This design comes from an exercise in tuning for small area on the open sky130 flow, not from production work.
In this exercise RTL edits were held to simulation tests only and were not proved equivalent to the original.
The clock port is modelled as an ideal driver; clocking choices that lean on that would not hold on a real chip.
No activity file was given, so power comes from the tool's default toggle rates.

rev 12:
==> module jukebox_top, before the edit <==
module jukebox_top (
    input        clk,         
    input        rst_n,       
    input        uart_rx,     
    output       led_blink,
    output       led_pwm,
    output       buzzer,
    output       lcd_rs,
    output       lcd_en,
    output [3:0] lcd_data
);
reg [18:0] counter;
always @(posedge clk) begin
    if (!rst_n) counter <= 19'd0;
    else        counter <= counter + 19'd1;
end
assign led_blink = counter[12];
wire [1:0]  fade_w = counter[17:16];
wire [15:0] fade_x = counter[15:0];
assign led_pwm = (fade_w == 2'd1 && fade_x != 16'hFFFF) ||
                 (fade_w == 2'd2 && fade_x <= 16'd43689) ||
                 (fade_w == 2'd3 && fade_x <= 16'd21844);
wire [6:0] uart_data;
uart_rx u_uart (
    .i_CLK(clk),
    .i_RST_N(rst_n),
    .i_RX(uart_rx),
    .o_DATA(uart_data)
);
localparam [3:0] N_REST = 4'd0, N_C4 = 4'd1, N_D4 = 4'd2, N_E4 = 4'd3,
                 N_F4 = 4'd4, N_G4 = 4'd5, N_A4 = 4'd6, N_B4 = 4'd7, N_C5 = 4'd8;
localparam [13:0] JC_1     = 14'b00000000000001;
localparam [13:0] JC_12500 = 14'b10110000010010;
localparam [13:0] JC_15000 = 14'b01101100110111;
reg [13:0] jukebox_counter;    
reg        jukebox_late;       
reg [7:0]  jukebox_index;      
reg [3:0]  jukebox_note;       
reg [6:0]  line2_char;         
wire period_end = (jukebox_counter == JC_15000);
wire counter_0  = (jukebox_counter == 14'd0);
wire counter_1  = (jukebox_counter == JC_1);
wire note_end   = (jukebox_counter == JC_12500);
wire resting      = counter_0 || jukebox_late;
wire resting_next = note_end || jukebox_late;
localparam [7:0] SILENCE = 8'h3F;
localparam [1023:0] NOTE_TABLE = 1024'h0000000000000000012233440566551102334455023344550122334405665511000000000000000000000000000000000000123223333212303332220333212300000000000000000000000000000000000000000000000000000000876543210000000000000000000000000000000000005667702332555205667702332555;
wire [3:0] index_note = NOTE_TABLE[{jukebox_index, 2'b00} +: 4];
wire [1:0] song     = jukebox_index[7:6];
wire [5:0] position = jukebox_index[5:0];
wire index_end = (jukebox_index == {2'd1, 6'd8})  || (jukebox_index == {2'd2, 6'd29}) ||
                 (jukebox_index == {2'd3, 6'd48}) || (jukebox_index == {2'd0, 6'd29});
wire       song_char = (uart_data[6:3] == 4'b1000) && (uart_data[2:0] != 3'd0) &&
                       (uart_data[2:0] <= 3'd4);       
wire [1:0] char_song = uart_data[1:0];
wire       same_song = (song == char_song) && (char_song != 2'd0 || !position[5]);
reg [7:0] index_next;
always @(*) begin
    index_next = jukebox_index;
    if (period_end) begin
        if (!song_char)     index_next = SILENCE;
        else if (same_song) index_next = {song, position + 6'd1};
        else                index_next = {char_song, 6'd0};
    end
    if (index_end && counter_1) index_next = SILENCE;
end
wire [3:0] note_next = (!resting && !resting_next && !index_end) ? index_note : jukebox_note;
wire [3:0] music_note      = resting ? N_REST : jukebox_note;
wire [3:0] music_note_next = resting_next ? N_REST : note_next;
always @(posedge clk) begin
    if (!rst_n) begin
        jukebox_counter <= 14'd0;
        jukebox_late <= 1'b0;
        jukebox_index <= SILENCE;
        jukebox_note <= N_REST;
    end else begin
        jukebox_index <= index_next;
        jukebox_note <= note_next;
        if (period_end) begin
            jukebox_counter <= 14'd0;
            jukebox_late <= 1'b0;
        end else begin
            jukebox_counter <= {jukebox_counter[12:0],
                                ~^{jukebox_counter[13], jukebox_counter[1], jukebox_counter[0]}};
            if (note_end) jukebox_late <= 1'b1;
        end
    end
end
always @(posedge clk) begin
    if (period_end) line2_char <= uart_data;
end
reg [15:0] music_counter;      
reg        music_below;
reg        tone_out;
reg [15:0] lim_wrap;
reg [15:0] lim_half;
always @(*) begin
    case (music_note)
        N_C4: begin lim_wrap = 16'd188; lim_half = 16'd94; end
        N_D4: begin lim_wrap = 16'd168; lim_half = 16'd84; end
        N_E4: begin lim_wrap = 16'd149; lim_half = 16'd74; end
        N_F4: begin lim_wrap = 16'd141; lim_half = 16'd70; end
        N_G4: begin lim_wrap = 16'd125; lim_half = 16'd62; end
        N_A4: begin lim_wrap = 16'd111; lim_half = 16'd55; end
        N_B4: begin lim_wrap = 16'd99;  lim_half = 16'd49; end
        N_C5: begin lim_wrap = 16'd93;  lim_half = 16'd46; end
        default: begin lim_wrap = 16'd49998; lim_half = 16'd24999; end
    endcase
end
always @(posedge clk) begin
    if (!rst_n) begin
        music_counter <= 16'd0;
        music_below <= 1'b1;
        tone_out <= 1'b0;
    end else begin
        music_counter <= music_below ? music_counter + 16'd1 : 16'd0;
        music_below <= !music_below || (music_counter < lim_wrap);
        tone_out <= (music_note_next != N_REST) && (!music_below || (music_counter < lim_half));
    end
end
assign buzzer = tone_out;
wire lcd_copy = (counter[14:0] == 15'h3FFF);
reg [6:0] lcd_char;
always @(posedge clk) begin
    if (lcd_copy) lcd_char <= line2_char;
end
lcd u_lcd (
    .CLOCK(clk),
    .SYNC_RST(rst_n),
    .REFRESH(counter[14]),
    .SCROLL(counter[18:15]),
    .VALID(counter[14]),
    .CHAR2(lcd_char),
    .LCD_RS(lcd_rs),
    .LCD_EN(lcd_en),
    .LCD_DATA(lcd_data)
);
endmodule
Settings: LEC_CHECK=0, CAP_MARGIN=20, CORE_MARGIN=2, CORE_UTILIZATION=65, SLEW_MARGIN=20; clock period 80.0 ns.
standard.sh (not shown) runs the stock make flow with config.mk's settings and CLKGATE_MAP_FILE= SYNTH_SCRIPT=/design/flow/synth_recipe.tcl, a recipe that flattens the netlist after the stock synthesis.
==> flow/flow/run.sh <==
#!/bin/bash
# Layout flow: the standard synthesis, then the combinational logic between
# the registers is re-mapped for area with ABC (registers, their names and cell
# types are kept), then the standard layout from floorplan to finish with a
# smaller clock tree (small buffers, no dummy loads, leaf buffers upsized only
# where the flip-flops' clock edge is slow) and small port buffers.
set -euo pipefail
W=$(pwd)
F=$W/flow
R=$W/orfs/results/$FLOW_PLATFORM/jukebox_top/base
YOSYS=$(command -v yosys || echo "$FLOW_HOME/../tools/install/yosys/bin/yosys")

bash standard.sh synth > "$W/log_1_standard_synth.txt" 2>&1

cp "$R/1_2_yosys.v" "$W/standard_synth.v"
export LIBFILE="$FLOW_HOME/platforms/$FLOW_PLATFORM/lib/sky130_fd_sc_hd__tt_025C_1v80.lib"
export CELLMAP="$W/cellmap.v"
export STD_NETLIST="$W/standard_synth.v"
export OUT_NETLIST="$W/resynth.v"
export ABC_SCRIPT="$F/area.abc"
"$YOSYS" -c "$F/cellmap.tcl" > "$W/log_2_cellmap.txt" 2>&1
"$YOSYS" -c "$F/resynth.tcl" > "$W/log_3_resynth.txt" 2>&1

cp "$OUT_NETLIST" "$R/1_2_yosys.v"
rm -f "$R/1_synth.odb" "$R/1_synth.sdc"
bash standard.sh \
  "CTS_ARGS=$(cat "$F/cts_args.txt")" \
  "BUFFER_PORTS_ARGS=-buffer_cell sky130_fd_sc_hd__buf_1" \
  "POST_CTS_TCL=$F/post_cts.tcl" \
  finish > "$W/log_4_standard_layout.txt" 2>&1
Other scripts of this flow, unchanged in this note and not shown: flow/flow/area.abc, flow/flow/cellmap.tcl, flow/flow/cts_args.txt, flow/flow/post_cts.tcl, flow/flow/resynth.tcl
> inputs changed (rev 12 -> rev 13)
--- a/flow/design.v
+++ b/flow/design.v
@@ -14,13 +14,22 @@
     if (!rst_n) counter <= 19'd0;
     else        counter <= counter + 19'd1;
 end
 assign led_blink = counter[12];
-wire [1:0]  fade_w = counter[17:16];
+reg pwm_on;
+wire [1:0] fade_w = counter[17:16];
 wire [15:0] fade_x = counter[15:0];
-assign led_pwm = (fade_w == 2'd1 && fade_x != 16'hFFFF) ||
-                 (fade_w == 2'd2 && fade_x <= 16'd43689) ||
-                 (fade_w == 2'd3 && fade_x <= 16'd21844);
+always @(posedge clk) begin
+    if (!rst_n)
+        pwm_on <= 1'b0;
+    else if (fade_x == 16'hFFFF)
+        pwm_on <= (fade_w != 2'd3);
+    else if ((fade_w == 2'd1 && fade_x == 16'hFFFE) ||
+             (fade_w == 2'd2 && fade_x == 16'd43689) ||
+             (fade_w == 2'd3 && fade_x == 16'd21844))
+        pwm_on <= 1'b0;
+end
+assign led_pwm = pwm_on;
 wire [6:0] uart_data;
 uart_rx u_uart (
     .i_CLK(clk),
     .i_RST_N(rst_n),
@@ -29,67 +38,62 @@
 );
 localparam [3:0] N_REST = 4'd0, N_C4 = 4'd1, N_D4 = 4'd2, N_E4 = 4'd3,
                  N_F4 = 4'd4, N_G4 = 4'd5, N_A4 = 4'd6, N_B4 = 4'd7, N_C5 = 4'd8;
 localparam [13:0] JC_1     = 14'b00000000000001;
+localparam [13:0] JC_2     = 14'b00000000000010;
 localparam [13:0] JC_12500 = 14'b10110000010010;
 localparam [13:0] JC_15000 = 14'b01101100110111;
 reg [13:0] jukebox_counter;    
 reg        jukebox_late;       
 reg [7:0]  jukebox_index;      
-reg [3:0]  jukebox_note;       
 reg [6:0]  line2_char;         
 wire period_end = (jukebox_counter == JC_15000);
 wire counter_0  = (jukebox_counter == 14'd0);
 wire counter_1  = (jukebox_counter == JC_1);
+wire counter_2  = (jukebox_counter == JC_2);
 wire note_end   = (jukebox_counter == JC_12500);
-wire resting      = counter_0 || jukebox_late;
-wire resting_next = note_end || jukebox_late;
 localparam [7:0] SILENCE = 8'h3F;
-localparam [1023:0] NOTE_TABLE = 1024'h0000000000000000012233440566551102334455023344550122334405665511000000000000000000000000000000000000123223333212303332220333212300000000000000000000000000000000000000000000000000000000876543210000000000000000000000000000000000005667702332555205667702332555;
+localparam [1023:0] NOTE_TABLE = 1024'h0000000000000000012233440566551102334455023344550122334405665511000000000000000000000000000000000000123223333212303332220333212300000000000000000000000000000000000000000000000000000008876543210000000000000000000000000000000000005667702332555205667702332555;
 wire [3:0] index_note = NOTE_TABLE[{jukebox_index, 2'b00} +: 4];
 wire [1:0] song     = jukebox_index[7:6];
 wire [5:0] position = jukebox_index[5:0];
 wire index_end = (jukebox_index == {2'd1, 6'd8})  || (jukebox_index == {2'd2, 6'd29}) ||
                  (jukebox_index == {2'd3, 6'd48}) || (jukebox_index == {2'd0, 6'd29});
-wire       song_char = (uart_data[6:3] == 4'b1000) && (uart_data[2:0] != 3'd0) &&
-                       (uart_data[2:0] <= 3'd4);       
-wire [1:0] char_song = uart_data[1:0];
+wire       song_char = (line2_char[6:3] == 4'b1000) && (line2_char[2:0] != 3'd0) &&
+                       (line2_char[2:0] <= 3'd4);       
+wire [1:0] char_song = line2_char[1:0];
 wire       same_song = (song == char_song) && (char_song != 2'd0 || !position[5]);
 reg [7:0] index_next;
 always @(*) begin
     index_next = jukebox_index;
-    if (period_end) begin
+    if (counter_1) begin
         if (!song_char)     index_next = SILENCE;
         else if (same_song) index_next = {song, position + 6'd1};
         else                index_next = {char_song, 6'd0};
     end
-    if (index_end && counter_1) index_next = SILENCE;
+    if (index_end && counter_2) index_next = SILENCE;
 end
-wire [3:0] note_next = (!resting && !resting_next && !index_end) ? index_note : jukebox_note;
-wire [3:0] music_note      = resting ? N_REST : jukebox_note;
-wire [3:0] music_note_next = resting_next ? N_REST : note_next;
+wire       resting    = counter_0 || jukebox_late;
+wire [3:0] music_note = resting ? N_REST : index_note;
 always @(posedge clk) begin
     if (!rst_n) begin
         jukebox_counter <= 14'd0;
         jukebox_late <= 1'b0;
         jukebox_index <= SILENCE;
-        jukebox_note <= N_REST;
+        line2_char <= "X";
     end else begin
         jukebox_index <= index_next;
-        jukebox_note <= note_next;
         if (period_end) begin
             jukebox_counter <= 14'd0;
             jukebox_late <= 1'b0;
+            line2_char <= uart_data;
         end else begin
             jukebox_counter <= {jukebox_counter[12:0],
                                 ~^{jukebox_counter[13], jukebox_counter[1], jukebox_counter[0]}};
             if (note_end) jukebox_late <= 1'b1;
         end
     end
 end
-always @(posedge clk) begin
-    if (period_end) line2_char <= uart_data;
-end
 reg [15:0] music_counter;      
 reg        music_below;
 reg        tone_out;
 reg [15:0] lim_wrap;
@@ -114,12 +118,12 @@
         tone_out <= 1'b0;
     end else begin
         music_counter <= music_below ? music_counter + 16'd1 : 16'd0;
         music_below <= !music_below || (music_counter < lim_wrap);
-        tone_out <= (music_note_next != N_REST) && (!music_below || (music_counter < lim_half));
+        tone_out <= !music_below || (music_counter < lim_half);
     end
 end
-assign buzzer = tone_out;
+assign buzzer = tone_out && (music_note != N_REST);
 wire lcd_copy = (counter[14:0] == 15'h3FFF);
 reg [6:0] lcd_char;
 always @(posedge clk) begin
     if (lcd_copy) lcd_char <= line2_char;
Findings:
Relative to rev 12, the cell count measured on rev 13 has increased slightly.
Final RePlAce weighted congestion went down slightly going from rev 12 to rev 13.
In the reports for rev 12 and rev 13, the larger total placed cells including tap cells belongs to rev 13.
Power consumed by sequential cells shrinks slightly when moving from rev 12 to rev 13.
Any difference in post-synthesis to final-layout area growth between rev 13 and rev 12 is small enough to ignore.
When rev 13 is measured against rev 12, its clock power turns out about 3% lower.
In the reports for rev 12 and rev 13, the smaller combinational group share of total power belongs to rev 12.
Rev 13 reports its timing endpoint of the critical path as buzzer while rev 12 reports led_pwm.
NOTE: multi-input gate area in the final layout in rev 13 exceeds that of rev 12
Against rev 12, routed length on met2 in rev 13 fell by a little under 10%.
Rev 13: worst setup slack is 19 ps higher than what rev 12 reported.
Between rev 12 and rev 13, the met3 demand-to-capacity share in global routing is higher for rev 12.
Relative to rev 12, the critical path depth of rev 13 is lower by 4.

* * *

Setup of v6:
jukebox_top, a different RTL version from the one above (not shown whole).
Size: about 810 cells after synthesis, about 12 I/O pins, roughly 0.0060 mm^2 of cells after synthesis.
==> flow/design.v (excerpt) <==
module jukebox_top (
    input        clk,         
    input        rst_n,       
    input        uart_rx,     
    output       led_blink,
    output       led_pwm,
    output       buzzer,
    output       lcd_rs,
    output       lcd_en,
    output [3:0] lcd_data
);
==> module uart_rx, before the edit <==
module uart_rx (
    input        i_CLK,
    input        i_RST_N,
    input        i_RX,
    output [6:0] o_DATA
);
    localparam [8:0] S21  = 9'b000111010, S407 = 9'b001101000;
    localparam [8:0] B0 = 9'b000011000, B1 = 9'b101010001, B2 = 9'b111101100,
                     B3 = 9'b011101011, B4 = 9'b000000110, B5 = 9'b011100101,
                     B6 = 9'b001100001;
    reg [8:0] step;
    reg [6:0] r_DATA;
    assign o_DATA = r_DATA;
    reg [10:0] rx_pipe;
    wire r_RX = rx_pipe[10];
    always @(posedge i_CLK) begin
        if (!i_RST_N) rx_pipe <= 11'h7FF;
        else          rx_pipe <= {rx_pipe[9:0], i_RX};
    end
    wire [8:0] step_next = {step[7:0], ~^{step[8], step[4]}};
    always @(posedge i_CLK) begin
        if (!i_RST_N) begin
            step <= 9'd0;
        end else if (step == 9'd0) begin
            if (!r_RX) step <= step_next;         
        end else if (step == S21) begin
            step <= r_RX ? 9'd0 : step_next;      
        end else if (step == S407) begin
            if (r_RX) step <= 9'd0;               
        end else begin
            step <= step_next;
        end
    end
    always @(posedge i_CLK) begin
        if (!i_RST_N) begin
            r_DATA <= "X";
        end else begin
            if (step == B0) r_DATA[0] <= r_RX;
            if (step == B1) r_DATA[1] <= r_RX;
            if (step == B2) r_DATA[2] <= r_RX;
            if (step == B3) r_DATA[3] <= r_RX;
            if (step == B4) r_DATA[4] <= r_RX;
            if (step == B5) r_DATA[5] <= r_RX;
            if (step == B6) r_DATA[6] <= r_RX;
        end
    end
endmodule
==> flow/config.mk <==
export PLATFORM = sky130hd
export DESIGN_NAME = jukebox_top
export DESIGN_NICKNAME = jukebox_top
export VERILOG_FILES = /design/flow/design.v
export SDC_FILE = /design/flow/constraint.sdc
export NUM_CORES = 4
export LEC_CHECK = 0
export CAP_MARGIN = 0
export CORE_MARGIN = 2
export CORE_UTILIZATION = 65
export SLEW_MARGIN = 0
==> flow/constraint.sdc <==
create_clock -name core_clock -period 80.0 [get_ports {clk}]
set_input_delay 16.0000 -clock core_clock [delete_from_list [all_inputs] [get_ports {clk}]]
set_output_delay 16.0000 -clock core_clock [all_outputs]
set_load 0.01 [all_outputs]
==> flow/flow/run.sh <==
#!/bin/bash
# Layout flow: the standard synthesis, then the combinational logic between
# the registers is re-mapped for area with ABC, best of eight seeds (registers,
# their names and cell types are kept), then the standard layout from
# floorplan to finish with a
# smaller clock tree (small buffers, no dummy loads, buffers upsized only
# where the flip-flops' clock edge is slow) and small port buffers.
set -euo pipefail
W=$(pwd)
F=$W/flow
R=$W/orfs/results/$FLOW_PLATFORM/jukebox_top/base
YOSYS=$(command -v yosys || echo "$FLOW_HOME/../tools/install/yosys/bin/yosys")

bash standard.sh synth > "$W/log_1_standard_synth.txt" 2>&1

cp "$R/1_2_yosys.v" "$W/standard_synth.v"
export LIBFILE="$FLOW_HOME/platforms/$FLOW_PLATFORM/lib/sky130_fd_sc_hd__tt_025C_1v80.lib"
export CELLMAP="$W/cellmap.v"
export STD_NETLIST="$W/standard_synth.v"
export OUT_NETLIST="$W/resynth.v"
"$YOSYS" -c "$F/cellmap.tcl" > "$W/log_2_cellmap.txt" 2>&1

# Eight ABC runs with different random seeds, four at a time; the smallest
# netlist is used.
SEEDS="0 3 4 5 6 7 8 9"
best=""
run_seed() {
  sed "s/@SEED@/$1/" "$F/area.abc.in" > "$W/area_$1.abc"
  ABC_SCRIPT="$W/area_$1.abc" OUT_NETLIST="$W/resynth_$1.v" \
    "$YOSYS" -c "$F/resynth.tcl" > "$W/log_3_resynth_$1.txt" 2>&1
}
for seed in 0 3 4 5; do run_seed $seed & done
wait
for seed in 6 7 8 9; do run_seed $seed & done
wait
for seed in $SEEDS; do
  a=$(awk '/Chip area/ {print $NF}' "$W/log_3_resynth_$seed.txt" | tail -1)
  echo "seed $seed: $a" >> "$W/log_3_resynth_pick.txt"
  if [[ -s "$W/resynth_$seed.v" && -n "$a" ]]; then
    if [[ -z "$best" ]] || awk -v a="$a" -v b="$best_area" 'BEGIN {exit !(a < b)}'; then
      best=$seed; best_area=$a
    fi
  fi
done
echo "picked seed $best" >> "$W/log_3_resynth_pick.txt"
cp "$W/resynth_$best.v" "$OUT_NETLIST"

cp "$OUT_NETLIST" "$R/1_2_yosys.v"
rm -f "$R/1_synth.odb" "$R/1_synth.sdc"
bash standard.sh \
  "CTS_ARGS=$(cat "$F/cts_args.txt")" \
  "BUFFER_PORTS_ARGS=-buffer_cell sky130_fd_sc_hd__buf_1" \
  "POST_CTS_TCL=$F/post_cts.tcl" \
  finish > "$W/log_4_standard_layout.txt" 2>&1
Other scripts of this flow, unchanged in this note and not shown: flow/flow/area.abc.in, flow/flow/cellmap.tcl, flow/flow/cts_args.txt, flow/flow/post_cts.tcl, flow/flow/resynth.tcl
Modified inputs, v7 compared to v6
-- flow/design.v --
<<< v6, line 303
                     B3 = 9'b011101011, B4 = 9'b000000110, B5 = 9'b011100101,
                     B6 = 9'b001100001;
    reg [8:0] step;
    reg [6:0] r_DATA;
    assign o_DATA = r_DATA;
    reg [10:0] rx_pipe;
    wire r_RX = rx_pipe[10];
    always @(posedge i_CLK) begin
        if (!i_RST_N) rx_pipe <= 11'h7FF;
        else          rx_pipe <= {rx_pipe[9:0], i_RX};
    end
    wire [8:0] step_next = {step[7:0], ~^{step[8], step[4]}};
    always @(posedge i_CLK) begin
>>> v7, line 303
                     B3 = 9'b011101011, B4 = 9'b000000110, B5 = 9'b011100101,
                     B6 = 9'b001100001;
    localparam [8:0] W0 = 9'b110010011, W1 = 9'b011001110, W2 = 9'b101010100,
                     W3 = 9'b010100101, W4 = 9'b001010110, W5 = 9'b100000001,
                     W6 = 9'b000001000;
    reg [8:0] step;
    reg       rx_bit;
    reg [6:0] r_DATA;
    assign o_DATA = r_DATA;
    wire [8:0] step_next = {step[7:0], ~^{step[8], step[4]}};
    always @(posedge i_CLK) begin
<<< v6, line 317
            step <= 9'd0;
        end else if (step == 9'd0) begin
            if (!r_RX) step <= step_next;         
        end else if (step == S21) begin
            step <= r_RX ? 9'd0 : step_next;      
        end else if (step == S407) begin
            if (r_RX) step <= 9'd0;               
        end else begin
            step <= step_next;
>>> v7, line 315
            step <= 9'd0;
        end else if (step == 9'd0) begin
            if (!i_RX) step <= step_next;         
        end else if (step == S21) begin
            step <= i_RX ? 9'd0 : step_next;      
        end else if (step == S407) begin
            if (i_RX) step <= 9'd0;               
        end else begin
            step <= step_next;
<<< v6, line 327
    end
    always @(posedge i_CLK) begin
        if (!i_RST_N) begin
            r_DATA <= "X";
        end else begin
            if (step == B0) r_DATA[0] <= r_RX;
            if (step == B1) r_DATA[1] <= r_RX;
            if (step == B2) r_DATA[2] <= r_RX;
            if (step == B3) r_DATA[3] <= r_RX;
            if (step == B4) r_DATA[4] <= r_RX;
            if (step == B5) r_DATA[5] <= r_RX;
            if (step == B6) r_DATA[6] <= r_RX;
        end
    end
>>> v7, line 325
    end
    always @(posedge i_CLK) begin
        if (step == B0 || step == B1 || step == B2 || step == B3 ||
            step == B4 || step == B5 || step == B6)
            rx_bit <= i_RX;
    end
    always @(posedge i_CLK) begin
        if (!i_RST_N) begin
            r_DATA <= "X";
        end else begin
            if (step == W0) r_DATA[0] <= rx_bit;
            if (step == W1) r_DATA[1] <= rx_bit;
            if (step == W2) r_DATA[2] <= rx_bit;
            if (step == W3) r_DATA[3] <= rx_bit;
            if (step == W4) r_DATA[4] <= rx_bit;
            if (step == W5) r_DATA[5] <= rx_bit;
            if (step == W6) r_DATA[6] <= rx_bit;
        end
    end
Notes after the runs:
In summary, v7 completed successfully, with a layout that passed the timing, DRC and antenna checks.
Routed wire in v7 totals less than in v6.
v7 against v6: met2 layer usage reported by global route -3.9 points; number of non-clock inverters in the layout grew by about 3.4%; post-route fraction of the period consumed by the critical path decreased by 0.96 points relative to the old numbers; number of sinks driven by the clock tree went down by 10; area growth from synthesis to layout barely changed.
Comparing area after synthesis for v7 and v6, the smaller number came from v7.
| tightest slew margin relative to the limit | v7 vs v6 | 1.2 points higher |
The worst setup slack after layout in v7 sits 0.77 ns above the value recorded for v6.
In v7, the non-clock buffering overhead in the final layout came out 0.16 points above the value in v6.
v7 vs v6, first element of the critical path: counter[0] vs jukebox_index[2]
Of the two candidates, v6 has the worse die footprint and v7 the better one.
On global-route wire length before repair, v7 does better than v6.
Delta(arrival time of the worst setup path, v7 - v6) < 0
Comparing v7 against v6, there is no change at all in number of top-level design ports.

static timing again, ports no longer ideal:
The flow's constraints put no driver on any port. The routed layouts listed below were extracted and timed again, unchanged, in two steps.
Step 1 sets driving cells, clkbuf_16 on the clock port and buf_2 on the other inputs (assumed; they add their load-dependent delay and slew).
Step 2 times the ports against the registers' clock, not the clock port: input delays grow and output delays shrink by t, the midpoint of the rising clock arrivals with the driver on.
a / b / c = ideal / step 1 / step 2; a / b = the first two.
| run | t (ns) | slack for setup (ns) | hold slack, ns |
|---|---|---|---|
| rev 12 | 0.427 | 60.269 / 60.233 / 60.660 | 0.401 / 0.401 / 0.401 |
| rev 13 | 0.422 | 60.288 / 60.252 / 60.674 | 0.422 / 0.422 / 0.422 |
| v6 | 0.512 | 59.941 / 59.908 / 60.420 | 0.408 / 0.408 / 0.408 |
| v7 | 0.465 | 60.712 / 60.680 / 61.145 | 0.446 / 0.446 / 0.446 |
After both steps every run listed still meets setup and hold.
